Background: an optimization exercise with open tools, aiming at small area and a short achievable clock period. Do not read the settings as production practice.

==> 05-22 <==
Design mac_array, start of the top module:
module mac_array (
    input  clk,
    input  rst_n,
    input  [3:0] enable,
    input  [3:0] clear_acc,
    input  [31:0] input_data,
    input  [31:0] weight,
    output [63:0] mac_out,
    output [63:0] activated_out,
    output [3:0] valid,
    output [3:0] overflow
);
Settings: LEC_CHECK=0, CAP_MARGIN=20, CORE_MARGIN=2, CORE_UTILIZATION=40, SETUP_SLACK_MARGIN=3.0, SLEW_MARGIN=20, SYNTH_HIERARCHICAL=1; clock period 8.5 ns.
run.sh (not shown) runs the stock make flow with config.mk's settings and CLKGATE_MAP_FILE= SYNTH_SCRIPT=/design/flow/synth_recipe.tcl, a recipe that flattens the netlist after the stock synthesis.
==> 07-24: changes against 05-22 <==
==> flow/flow/run.sh (new file) <==
#!/bin/bash
# Standard layout, with the port buffers made from the smallest buffer cell
# instead of the resizer's default pick; timing repair upsizes them as needed.
cp standard.sh standard_sh.txt
export BUFFER_PORTS_ARGS="-buffer_cell sky130_fd_sc_hd__buf_1"
bash standard.sh > standard.log 2>&1
==> flow/standard.sh (new file) <==
#!/bin/bash
# synth_recipe.tcl (not shown) runs the flow's synth.tcl, then flattens the netlist and writes it again
# the make line also repeats each setting of config.mk as NAME=value (left out here)
make -C /OpenROAD-flow-scripts/flow DESIGN_CONFIG=/design/flow/config.mk WORK_HOME=/design/flow/orfs CLKGATE_MAP_FILE= SYNTH_SCRIPT=/design/flow/synth_recipe.tcl "${@:-finish}"
CTS_BUF_LIST = sky130_fd_sc_hd__clkbuf_4 sky130_fd_sc_hd__clkbuf_8   (was default)
removed: flow/run.sh
==> 02-02: changes against 05-22 <==
--- a/flow/design.v
+++ b/flow/design.v
@@ -59,80 +59,80 @@
     wire [7:0] a_g = input_data & {8{enable}};
     wire [15:0] lo_m = acc_lo & {16{~clear_acc}};
     wire [63:0] ppn;
     wire [15:0] accn;
     genvar gi, gj;
     generate
         for (gi = 0; gi < 8; gi = gi + 1) begin : g_pp_i
             for (gj = 0; gj < 8; gj = gj + 1) begin : g_pp_j
-                assign ppn[gi*8+gj] = (a_g[gi] & weight[gj]);
+                assign ppn[gi*8+gj] = ~(a_g[gi] & weight[gj]);
             end
         end
     endgenerate
-    assign accn = lo_m;
+    assign accn = ~lo_m;
     wire ts1, tc2, ts3, tc4, ts5, tc6, ts7, tc8, ts9, tc10, ts11, tc12, ts13, tc14, ts15, tc16, ts17, tc18, ts19, tc20, ts21, tc22, ts23, tc24, ts25, tc26, ts27, tc28, ts29, tc30, ts31, tc32, ts33, tc34, ts35, tc36, ts37, tc38, ts39, tc40, ts41, tc42, ts43, tc44, ts45, tc46, ts47, tc48, ts49, tc50, ts51, tc52, ts53, tc54, ts55, tc56, ts57, tc58, ts59, tc60, ts61, tc62, ts63, tc64, ts65, tc66, ts67, tc68, ts69, tc70, ts71, tc72, ts73, tc74, ts75, tc76, ts77, tc78, ts79, tc80, ts81, tc82, ts83, tc84, ts85, tc86, ts87, tc88, ts89, tc90, ts91, tc92, ts93, tc94, ts95, tc96, ts97, tc98, ts99, tc100, ts101, tc102, ts103, tc104, ts105, tc106, ts107, tc108, ts109, tc110, ts111, tc112;
-    csa_ha u_ts1 (.a(accn[5]), .b(ppn[12]), .s(ts1), .co(tc2));
+    csa_han u_ts1 (.a(accn[5]), .b(ppn[12]), .s(ts1), .co(tc2));
     csa_fa u_ts3 (.a(accn[6]), .b(ppn[13]), .c(ppn[20]), .s(ts3), .co(tc4));
-    csa_ha u_ts5 (.a(ppn[27]), .b(ppn[34]), .s(ts5), .co(tc6));
+    csa_han u_ts5 (.a(ppn[27]), .b(ppn[34]), .s(ts5), .co(tc6));
     csa_fa u_ts7 (.a(accn[7]), .b(ppn[14]), .c(ppn[21]), .s(ts7), .co(tc8));
     csa_fa u_ts9 (.a(ppn[28]), .b(ppn[35]), .c(ppn[42]), .s(ts9), .co(tc10));
-    csa_ha u_ts11 (.a(ppn[49]), .b(ppn[56]), .s(ts11), .co(tc12));
+    csa_han u_ts11 (.a(ppn[49]), .b(ppn[56]), .s(ts11), .co(tc12));
     csa_fa u_ts13 (.a(accn[8]), .b(ppn[15]), .c(ppn[22]), .s(ts13), .co(tc14));
     csa_fa u_ts15 (.a(ppn[29]), .b(ppn[36]), .c(ppn[43]), .s(ts15), .co(tc16));
-    csa_ha u_ts17 (.a(ppn[50]), .b(ppn[57]), .s(ts17), .co(tc18));
+    csa_han u_ts17 (.a(ppn[50]), .b(ppn[57]), .s(ts17), .co(tc18));
     csa_fa u_ts19 (.a(accn[9]), .b(ppn[23]), .c(ppn[30]), .s(ts19), .co(tc20));
     csa_fa u_ts21 (.a(ppn[37]), .b(ppn[44]), .c(ppn[51]), .s(ts21), .co(tc22));
     csa_fa u_ts23 (.a(accn[10]), .b(ppn[31]), .c(ppn[38]), .s(ts23), .co(tc24));
-    csa_ha u_ts25 (.a(accn[3]), .b(ppn[10]), .s(ts25), .co(tc26));
+    csa_han u_ts25 (.a(accn[3]), .b(ppn[10]), .s(ts25), .co(tc26));
     csa_fa u_ts27 (.a(accn[4]), .b(ppn[11]), .c(ppn[18]), .s(ts27), .co(tc28));
-    csa_ha u_ts29 (.a(ppn[25]), .b(ppn[32]), .s(ts29), .co(tc30));
+    csa_han u_ts29 (.a(ppn[25]), .b(ppn[32]), .s(ts29), .co(tc30));
     csa_fa u_ts31 (.a(ppn[19]), .b(ppn[26]), .c(ppn[33]), .s(ts31), .co(tc32));
     csa_fa u_ts33 (.a(ppn[40]), .b(ppn[5]), .c(ts1), .s(ts33), .co(tc34));
     csa_fa u_ts35 (.a(ppn[41]), .b(ppn[48]), .c(ppn[6]), .s(ts35), .co(tc36));
     csa_fa u_ts37 (.a(tc2), .b(ts5), .c(ts3), .s(ts37), .co(tc38));
     csa_fa u_ts39 (.a(ppn[7]), .b(tc6), .c(ts11), .s(ts39), .co(tc40));
     csa_fa u_ts41 (.a(tc4), .b(ts7), .c(ts9), .s(ts41), .co(tc42));
     csa_fa u_ts43 (.a(tc12), .b(ts17), .c(tc10), .s(ts43), .co(tc44));
     csa_fa u_ts45 (.a(tc8), .b(ts13), .c(ts15), .s(ts45), .co(tc46));
     csa_fa u_ts47 (.a(ppn[58]), .b(tc18), .c(tc14), .s(ts47), .co(tc48));
     csa_fa u_ts49 (.a(tc16), .b(ts19), .c(ts21), .s(ts49), .co(tc50));
     csa_fa u_ts51 (.a(ppn[45]), .b(ppn[52]), .c(ppn[59]), .s(ts51), .co(tc52));
     csa_fa u_ts53 (.a(tc20), .b(tc22), .c(ts23), .s(ts53), .co(tc54));
     csa_fa u_ts55 (.a(accn[11]), .b(ppn[39]), .c(ppn[46]), .s(ts55), .co(tc56));
     csa_fa u_ts57 (.a(ppn[53]), .b(ppn[60]), .c(tc24), .s(ts57), .co(tc58));
     csa_fa u_ts59 (.a(accn[12]), .b(ppn[47]), .c(ppn[54]), .s(ts59), .co(tc60));
-    csa_ha u_ts61 (.a(accn[2]), .b(ppn[16]), .s(ts61), .co(tc62));
+    csa_han u_ts61 (.a(accn[2]), .b(ppn[16]), .s(ts61), .co(tc62));
     csa_fa u_ts63 (.a(ppn[17]), .b(ppn[24]), .c(ppn[3]), .s(ts63), .co(tc64));
     csa_fa u_ts65 (.a(ppn[4]), .b(tc26), .c(ts29), .s(ts65), .co(tc66));
     csa_fa u_ts67 (.a(tc30), .b(tc28), .c(ts31), .s(ts67), .co(tc68));
     csa_fa u_ts69 (.a(tc32), .b(ts35), .c(tc34), .s(ts69), .co(tc70));
     csa_fa u_ts71 (.a(tc36), .b(ts39), .c(tc38), .s(ts71), .co(tc72));
     csa_fa u_ts73 (.a(tc40), .b(ts43), .c(tc42), .s(ts73), .co(tc74));
     csa_fa u_ts75 (.a(tc44), .b(ts47), .c(tc46), .s(ts75), .co(tc76));
     csa_fa u_ts77 (.a(ts51), .b(tc48), .c(tc50), .s(ts77), .co(tc78));
     csa_fa u_ts79 (.a(tc52), .b(ts55), .c(ts57), .s(ts79), .co(tc80));
     csa_fa u_ts81 (.a(ppn[61]), .b(tc56), .c(ts59), .s(ts81), .co(tc82));
     csa_fa u_ts83 (.a(accn[13]), .b(ppn[55]), .c(ppn[62]), .s(ts83), .co(tc84));
-    csa_ha u_ts85 (.a(accn[1]), .b(ppn[1]), .s(ts85), .co(tc86));
+    csa_han u_ts85 (.a(accn[1]), .b(ppn[1]), .s(ts85), .co(tc86));
     csa_fa u_ts87 (.a(ppn[2]), .b(ppn[9]), .c(ts61), .s(ts87), .co(tc88));
     csa_fa u_ts89 (.a(tc62), .b(ts25), .c(ts63), .s(ts89), .co(tc90));
     csa_fa u_ts91 (.a(tc64), .b(ts27), .c(ts65), .s(ts91), .co(tc92));
     csa_fa u_ts93 (.a(tc66), .b(ts33), .c(ts67), .s(ts93), .co(tc94));
     csa_fa u_ts95 (.a(tc68), .b(ts37), .c(ts69), .s(ts95), .co(tc96));
     csa_fa u_ts97 (.a(ts41), .b(tc70), .c(ts71), .s(ts97), .co(tc98));
     csa_fa u_ts99 (.a(ts45), .b(tc72), .c(ts73), .s(ts99), .co(tc100));
     csa_fa u_ts101 (.a(ts49), .b(tc74), .c(ts75), .s(ts101), .co(tc102));
     csa_fa u_ts103 (.a(ts53), .b(tc76), .c(ts77), .s(ts103), .co(tc104));
     csa_fa u_ts105 (.a(tc54), .b(tc78), .c(ts79), .s(ts105), .co(tc106));
     csa_fa u_ts107 (.a(tc58), .b(ts81), .c(tc80), .s(ts107), .co(tc108));
     csa_fa u_ts109 (.a(tc60), .b(ts83), .c(tc82), .s(ts109), .co(tc110));
     csa_fa u_ts111 (.a(accn[14]), .b(ppn[63]), .c(tc84), .s(ts111), .co(tc112));
-    wire [15:0] row_a = {accn[15], ts111, ts109, tc106, tc104, tc102, tc100, tc98, tc96, tc94, tc92, tc90, tc88, tc86, ppn[8], accn[0]};
-    wire [15:0] row_b = {tc112, tc110, tc108, ts107, ts105, ts103, ts101, ts99, ts97, ts95, ts93, ts91, ts89, ts87, ts85, ppn[0]};
+    wire [15:0] row_a = ~{accn[15], ts111, ts109, tc106, tc104, tc102, tc100, tc98, tc96, tc94, tc92, tc90, tc88, tc86, ppn[8], accn[0]};
+    wire [15:0] row_b = ~{tc112, tc110, tc108, ts107, ts105, ts103, ts101, ts99, ts97, ts95, ts93, ts91, ts89, ts87, ts85, ppn[0]};
     wire [15:0] g0 = row_a & row_b;
     wire [15:0] p0 = row_a ^ row_b;
     wire gl1_1 = g0[1] | (p0[1] & g0[0]);
     wire pl1_1 = p0[1] & p0[0];
     wire gl1_3 = g0[3] | (p0[3] & g0[2]);
     wire pl1_3 = p0[3] & p0[2];
     wire gl1_5 = g0[5] | (p0[5] & g0[4]);
     wire pl1_5 = p0[5] & p0[4];
==> impl_metrics.env <==
export IMPL_clk_latency_ps=430
export IMPL_status="complete, no violations"
export IMPL_wl_met2_mm=18.2
export IMPL_rsz0062_at_grt="true"
export IMPL_ir_drop_v=0.000207
export IMPL_hp_start="mac_channels[1].mac_inst.acc_hi[13]"
export IMPL_p_int_mw=2.85
export IMPL_layout_drive_gt1_share_pct=5.74
# the run above: 05-22

==> impl_metrics.env <==
export IMPL_layout_drive_gt1_share_pct=4.65
export IMPL_p_int_mw=2.16
export IMPL_wl_met2_mm=17.7
export IMPL_rsz0062_at_grt="true"
export IMPL_die_x_um=198
export IMPL_ir_drop_v=0.000199
export IMPL_hp_start="mac_channels[1].mac_inst.acc_hi[13]"
export IMPL_status="complete, no violations"
# the run above: 07-24

==> impl_metrics.env <==
export IMPL_hp_start="mac_channels[3].mac_inst.acc_hi[15]"
export IMPL_status="complete, no violations"
export IMPL_path_cells="clkdlybuf4s50_1, and2_4, nand2_1, fa_1, fa_1, fa_1, fa_1, inv_1, ha_4, nand4_1, nor2_1, o211ai_2, nand2_2, mux2_2, xnor2_2"
export IMPL_rsz0062_at_grt="false"
export IMPL_wl_met2_mm=19.4
export IMPL_layout_drive_gt1_share_pct=10.1
# the run above: 02-02

Function was not checked in any run of this note: the RTL went through the layout flow alone.

==> port drivers added, routing unchanged <==
The flow's constraints put no driver on any port. The routed layouts listed below were extracted and timed again, unchanged, in two steps.
Step 1 sets driving cells, clkbuf_16 on the clock port and buf_2 on the other inputs (assumed; they add their load-dependent delay and slew).
Step 2, shift: input delay + t, output delay - t, t = (earliest + latest rising clock arrival at the registers) / 2. This alone moves slack from input paths to output paths.
Slacks: no drivers / after step 1 / after step 2; pairs: no drivers / after step 1.
run | shift t [ns] | setup slack, ns | pins driven straight from the clock port
05-22 | 0.468 | 3.121 / 3.145 / 2.677 | 1
07-24 | 0.490 | 3.240 / 3.258 / 2.767 | 1
02-02 | 0.464 | 3.101 / 3.115 / 2.651 | 1
After both steps every run listed still meets setup and hold. The setup slack of 07-24, which loses most, moves by +0.018 ns with the drivers and by -0.473 ns with both steps.
